From an optimization exercise on the open Yosys and OpenROAD flow, aimed at small area; shortcuts taken in it are not production practice.
Function was checked by simulation only, so behaviour that the tests miss may differ from the original.
Power figures rest on the tool's default switching activity, not on a simulated workload.

run B:
==> flow/design.v <==
module baud_rate_generator (
    input  clk, rst,
    output tick
    );
    reg [1:0] a;    
    reg [2:0] b;    
    reg [4:0] c;    
    always @(posedge clk or posedge rst) begin
        if (rst) begin
            a <= 2'b0;
            b <= 3'b0;
            c <= 5'b0;
        end else begin
            a <= {a[0],   ~(a[1] ^ a[0])};
            b <= {b[1:0], ~(b[2] ^ b[1])};
            c <= {c[3:0], ~(c[4] ^ c[2])};
        end
    end
    assign tick = a[1] & b[2] & ~b[1] & ~b[0] &
                  c[4] & ~c[3] & ~c[2] & ~c[1] & ~c[0];
endmodule
module uart_transmitter (
    input        clk, rst,
    input        tx_start,
    input        sample_tick,
    input  [7:0] data_in,
    input        data_inv,
    output       tx_done,
    output       tx_data
    );
    reg [3:0] p;
    reg [3:0] tc;
    reg       tx_reg;
    wire busy = p[3] | p[2];
    wire [7:0] cnt_next = {p, tc} + {7'd0, sample_tick};
    assign tx_done = sample_tick & (&{p, tc});
    always @(posedge clk or posedge rst)
        if (rst) p[3:2] <= 2'd0;
        else if (!busy) p[3:2] <= {1'b0, tx_start};
        else p[3:2] <= cnt_next[7:6];
    always @(posedge clk)
        if (!busy) p[1:0] <= {tx_start, 1'b0};
        else p[1:0] <= cnt_next[5:4];
    always @(posedge clk)
        if (!busy) tc <= 4'd0;
        else tc <= cnt_next[3:0];
    reg dbit;
    always @(*)
        case (p[2:0])
            3'd7: dbit = data_in[0];
            3'd0: dbit = data_in[1];
            3'd1: dbit = data_in[2];
            3'd2: dbit = data_in[3];
            3'd3: dbit = data_in[4];
            3'd4: dbit = data_in[5];
            3'd5: dbit = data_in[6];
            default: dbit = data_in[7];
        endcase
    reg tx_next;
    always @(*)
        case (p)
            4'd6:  tx_next = 1'b0;
            4'd7, 4'd8, 4'd9, 4'd10, 4'd11, 4'd12, 4'd13, 4'd14:
                   tx_next = dbit ^ data_inv;
            default: tx_next = 1'b1;
        endcase
    always @(posedge clk or posedge rst)
        if (rst) tx_reg <= 1'b1;
        else tx_reg <= tx_next;
    assign tx_data = tx_reg;
endmodule
module uart_receiver (
    input        clk, rst,
    input        rx_data,
    input        sample_tick,
    output       shift,
    output       data_ready
    );
    reg [3:0] p;
    reg [3:0] tc;
    wire busy    = p[3] | p[2];
    wire bit_end = sample_tick & (&tc);
    wire [7:0] cnt_next = {p, tc} + {7'd0, sample_tick};
    assign data_ready = bit_end & (&p);
    always @(posedge clk or posedge rst)
        if (rst) p[3:2] <= 2'd0;
        else if (!busy) p[3:2] <= {1'b0, ~rx_data};
        else p[3:2] <= cnt_next[7:6];
    always @(posedge clk)
        if (!busy) p[1:0] <= {~rx_data, 1'b0};
        else p[1:0] <= cnt_next[5:4];
    always @(posedge clk)
        if (!busy) tc <= {~rx_data, 3'b0};
        else tc <= cnt_next[3:0];
    assign shift = bit_end;
endmodule
module fifo_tx_ctl (
    input         clk, rst,
    input         wr,
    input         pop,
    output [15:0] ld, keep,
    output        empty, full
    );
    reg  [15:0] v;
    genvar i;
    generate
        for (i = 0; i < 16; i = i + 1) begin : g
            if (i == 0) begin : b0
                assign keep[0] = v[0];
            end else begin : bn
                assign keep[i] = v[i] & keep[i-1];
            end
            assign ld[i] = ~keep[i];
            if (i == 15) begin : top
                always @(posedge clk or posedge rst)
                    if (rst) v[15] <= 1'b0;
                    else v[15] <= wr | keep[15];
            end else if (i == 0) begin : bot
                always @(posedge clk or posedge rst)
                    if (rst) v[0] <= 1'b0;
                    else v[0] <= v[0] ? ~pop : v[1];
            end else begin : mid
                always @(posedge clk or posedge rst)
                    if (rst) v[i] <= 1'b0;
                    else v[i] <= v[i+1] | keep[i];
            end
        end
    endgenerate
    assign full  = keep[15];
    assign empty = ~|v;
endmodule
module fifo_rx_ctl (
    input         clk, rst,
    input         wr,
    input         rd,
    output [15:0] ld, keep,
    output        empty, full
    );
    reg  [4:0] c;
    assign empty = (c == 5'd0);
    assign full  = c[4];
    wire pop  = rd & ~empty;
    wire push = wr & ~full;
    wire up = push & ~pop;
    wire dn = pop & ~push;
    wire [4:0] ones, zeros;
    assign ones[0] = 1'b1;
    assign zeros[0] = 1'b1;
    genvar k;
    generate
        for (k = 1; k < 5; k = k + 1) begin : t
            assign ones[k]  = ones[k-1] & c[k-1];
            assign zeros[k] = zeros[k-1] & ~c[k-1];
        end
    endgenerate
    always @(posedge clk or posedge rst)
        if (rst) c <= 5'd0;
        else c <= c ^ (({5{up}} & ones) | ({5{dn}} & zeros));
    wire [3:0] lt_hi, eq_hi, le_lo;
    genvar i;
    generate
        for (i = 0; i < 4; i = i + 1) begin : d
            assign lt_hi[i] = pop | (~c[4] & (c[3:2] < i));
            assign eq_hi[i] = ~c[4] & (c[3:2] == i);
            assign le_lo[i] = (c[1:0] <= i);
        end
        for (i = 0; i < 16; i = i + 1) begin : g
            assign ld[i] = lt_hi[i/4] | (eq_hi[i/4] & le_lo[i%4]);
            assign keep[i] = ~ld[i];
        end
    endgenerate
endmodule
module fifo_rows (
    input  [32:0]  take, keep,
    input  [263:0] src, q,
    output [263:0] d
    );
    genvar r;
    generate
        for (r = 0; r < 33; r = r + 1) begin : row
            assign d[8*r +: 8] = ~((src[8*r +: 8] | {8{keep[r]}}) & (q[8*r +: 8] | {8{take[r]}}));
        end
    endgenerate
endmodule
module uart_top (
    input        clk, rst,
    input        read_uart, write_uart,
    input        rx_data_in,
    input  [7:0] write_data,
    output       rx_full, rx_empty, tx_full,
    output       tx_data_out,
    output [7:0] read_data
    );
    wire        tick;
    wire        rx_done, tx_done, rx_shift;
    wire        tx_empty;
    wire [15:0] tx_ld, rx_ld, tx_keep, rx_keep;
    reg  [127:0] tx_mem, rx_mem;
    reg  [7:0]   sr;
    reg          ph;
    wire [127:0] tx_next, rx_next;
    wire [7:0]   sr_next;
    always @(posedge clk or posedge rst)
        if (rst) ph <= 1'b0;
        else ph <= ~ph;
    baud_rate_generator baud_rate_gen_module (.clk(clk), .rst(rst), .tick(tick));
    uart_transmitter uart_tx_module (.clk(clk), .rst(rst), .tx_start(~tx_empty),
        .sample_tick(tick), .data_in(tx_mem[7:0]), .data_inv(ph), .tx_done(tx_done),
        .tx_data(tx_data_out));
    uart_receiver uart_rx_module (.clk(clk), .rst(rst), .rx_data(rx_data_in),
        .sample_tick(tick), .shift(rx_shift), .data_ready(rx_done));
    fifo_tx_ctl fifo_tx_module (.clk(clk), .rst(rst), .wr(write_uart), .pop(tx_done),
        .ld(tx_ld), .keep(tx_keep), .empty(tx_empty), .full(tx_full));
    fifo_rx_ctl fifo_rx_module (.clk(clk), .rst(rst), .wr(rx_done), .rd(read_uart),
        .ld(rx_ld), .keep(rx_keep), .empty(rx_empty), .full(rx_full));
    fifo_rows rows (.take({rx_shift, rx_ld, tx_ld}), .keep({~rx_shift, rx_keep, tx_keep}),
        .src({rx_data_in ^ ph, sr[7:1], sr, rx_mem[127:8], write_data ^ {8{ph}}, tx_mem[127:8]}),
        .q({sr, rx_mem, tx_mem}), .d({sr_next, rx_next, tx_next}));
    always @(posedge clk) begin
        tx_mem <= tx_next;
        rx_mem <= rx_next;
        sr     <= sr_next;
    end
    assign read_data = rx_mem[7:0] ^ {8{ph}};
endmodule
export LEC_CHECK = 0
export CAP_MARGIN = 20
export CORE_MARGIN = 2
export CORE_UTILIZATION = 70
export PLACE_DENSITY = 0.8
export SLEW_MARGIN = 20
export SYNTH_HIERARCHICAL = 1
export SYNTH_MINIMUM_KEEP_SIZE = 400
create_clock -name core_clock -period 10.0 [get_ports {clk}]
standard.sh (not shown) runs the stock make flow with config.mk's settings and CLKGATE_MAP_FILE= SYNTH_SCRIPT=/design/flow/synth_recipe.tcl, a recipe that flattens the netlist after the stock synthesis.
==> flow/flow/run.sh <==
#!/bin/bash
# Standard ORFS layout (standard synthesis unchanged), with two changes:
#  - clock tree: sink clusters of up to 20 driven by clkbuf_8, no dummy loads
#  - port buffers: the smallest buffer (buf_1) instead of the default
set -euo pipefail
export CTS_ARGS="-sink_clustering_enable -repair_clock_nets -dont_use_dummy_load -buf_list sky130_fd_sc_hd__clkbuf_8 -sink_clustering_size 20 -sink_clustering_max_diameter 70"
export BUFFER_PORTS_ARGS="-buffer_cell sky130_fd_sc_hd__buf_1"
bash standard.sh finish > layout.log 2>&1
diff inputs: run B => run D
==> flow/design.v, changed modules only <==
module uart_transmitter (
    input        clk, rst,
    input        tx_start,
    input        sample_tick,
    input  [7:0] data_in,
    input        data_inv,
    output       tx_done,
    output       tx_data
    );
    reg [3:0] p;
    reg [3:0] tc;
    reg       tx_reg;
    wire busy = p[3] | p[2];
    wire [7:0] cnt_next = {p, tc} + {7'd0, sample_tick};
    assign tx_done = sample_tick & (&{p, tc});
    always @(posedge clk or posedge rst)
        if (rst) p <= 4'd0;
        else if (!busy) p <= {1'b0, tx_start, tx_start, 1'b0};
        else p <= cnt_next[7:4];
    always @(posedge clk)
        if (!busy) tc <= 4'd0;
        else tc <= cnt_next[3:0];
    reg dbit;
    always @(*)
        case (p[2:0])
            3'd7: dbit = data_in[0];
            3'd0: dbit = data_in[1];
            3'd1: dbit = data_in[2];
            3'd2: dbit = data_in[3];
            3'd3: dbit = data_in[4];
            3'd4: dbit = data_in[5];
            3'd5: dbit = data_in[6];
            default: dbit = data_in[7];
        endcase
    reg tx_next;
    always @(*)
        case (p)
            4'd6:  tx_next = 1'b0;
            4'd7, 4'd8, 4'd9, 4'd10, 4'd11, 4'd12, 4'd13, 4'd14:
                   tx_next = dbit ^ data_inv;
            default: tx_next = 1'b1;
        endcase
    always @(posedge clk or posedge rst)
        if (rst) tx_reg <= 1'b1;
        else tx_reg <= tx_next;
    assign tx_data = tx_reg;
endmodule
module uart_receiver (
    input        clk, rst,
    input        rx_data,
    input        sample_tick,
    output       shift,
    output       data_ready
    );
    reg [3:0] p;
    reg [3:0] tc;
    wire busy    = p[3] | p[2];
    wire bit_end = sample_tick & (&tc);
    wire [7:0] cnt_next = {p, tc} + {7'd0, sample_tick};
    assign data_ready = bit_end & (&p);
    always @(posedge clk or posedge rst)
        if (rst) p <= 4'd0;
        else if (!busy) p <= {1'b0, ~rx_data, ~rx_data, 1'b0};
        else p <= cnt_next[7:4];
    always @(posedge clk)
        if (!busy) tc <= {~rx_data, 3'b0};
        else tc <= cnt_next[3:0];
    assign shift = bit_end;
endmodule
module fifo_tx_ctl (
    input         clk, rst,
    input         wr,
    input         pop,
    output [15:0] ld, keep,
    output        empty, full
    );
    reg  [15:0] v;
    wire [15:0] hole;    
    genvar i;
    generate
        for (i = 0; i < 16; i = i + 1) begin : g
            if (i == 0) begin : b0
                assign hole[0] = ~v[0];
            end else begin : bn
                assign hole[i] = ~v[i] | hole[i-1];
            end
            assign ld[i] = hole[i] | pop;
            assign keep[i] = v[i] & ~((i == 0) ? pop : ld[i-1]);
            if (i == 15) begin : top
                always @(posedge clk or posedge rst)
                    if (rst) v[15] <= 1'b0;
                    else v[15] <= (wr & hole[15]) | keep[15];
            end else begin : mid
                always @(posedge clk or posedge rst)
                    if (rst) v[i] <= 1'b0;
                    else v[i] <= v[i+1] | keep[i];
            end
        end
    endgenerate
    assign full  = ~hole[15];
    assign empty = ~|v;
endmodule
[summary]
In the metrics for run D and run B, the one carrying the lower share of total power consumed by net switching is run D.
Per the comparison of run D with run B, wire length moved down, total met3 wirelength after detailed routing shows an increase of 16%.
When run D is set beside run B, its setup slack turns out to be 1420 ps larger.
Of run D and run B, it is run D that has the higher source-to-sink clock delay at the later pin of the worst-skew pair.
Run D -> run B: number of detailed-route iterations in the first pass delta 0, exact match
Between run D and run B, the area share of fa/ha/maj cells after synthesis figures differ only marginally.
Run D: total number of cells along the worst setup path is 2 lower than what run B reported.
Summary of run D over run B: multiplexer share of the synthesized area decreased 0.43 points, final cell count without fillers essentially unchanged, clock group share of total power grew by 0.3 points, power consumed by combinational cells shrank by about 3%.
| total vias in the final route | run D vs run B | ≈ equal |

-- what the ideal ports hide --
No port has a modelled driver above. Below, the same layouts with a new extraction and two added sets of constraints. Step 1, drivers: a clkbuf_16 drives clk and a buf_2 each remaining input, both assumed. Step 2, shift: input delay + t, output delay - t, t = (earliest + latest rising clock arrival at the registers) / 2. This alone moves slack from input paths to output paths. a / b / c = ideal ports / drivers / drivers and shift; a / b = the first two.
run | t, ns | setup WS [ns] | hold slack, ns | worst setup path after step 2
run B | 0.542 | 4.668 / 4.631 / 5.173 | 0.397 / 0.397 / 0.397 | register to output
run D | 0.565 | 6.093 / 6.052 / 5.937 | 0.392 / 0.392 / 0.392 | input to register
After both steps every run listed still meets setup and hold. For run D, which loses most, drivers alone change the setup slack by -0.041 ns; drivers and shift together by -0.156 ns.
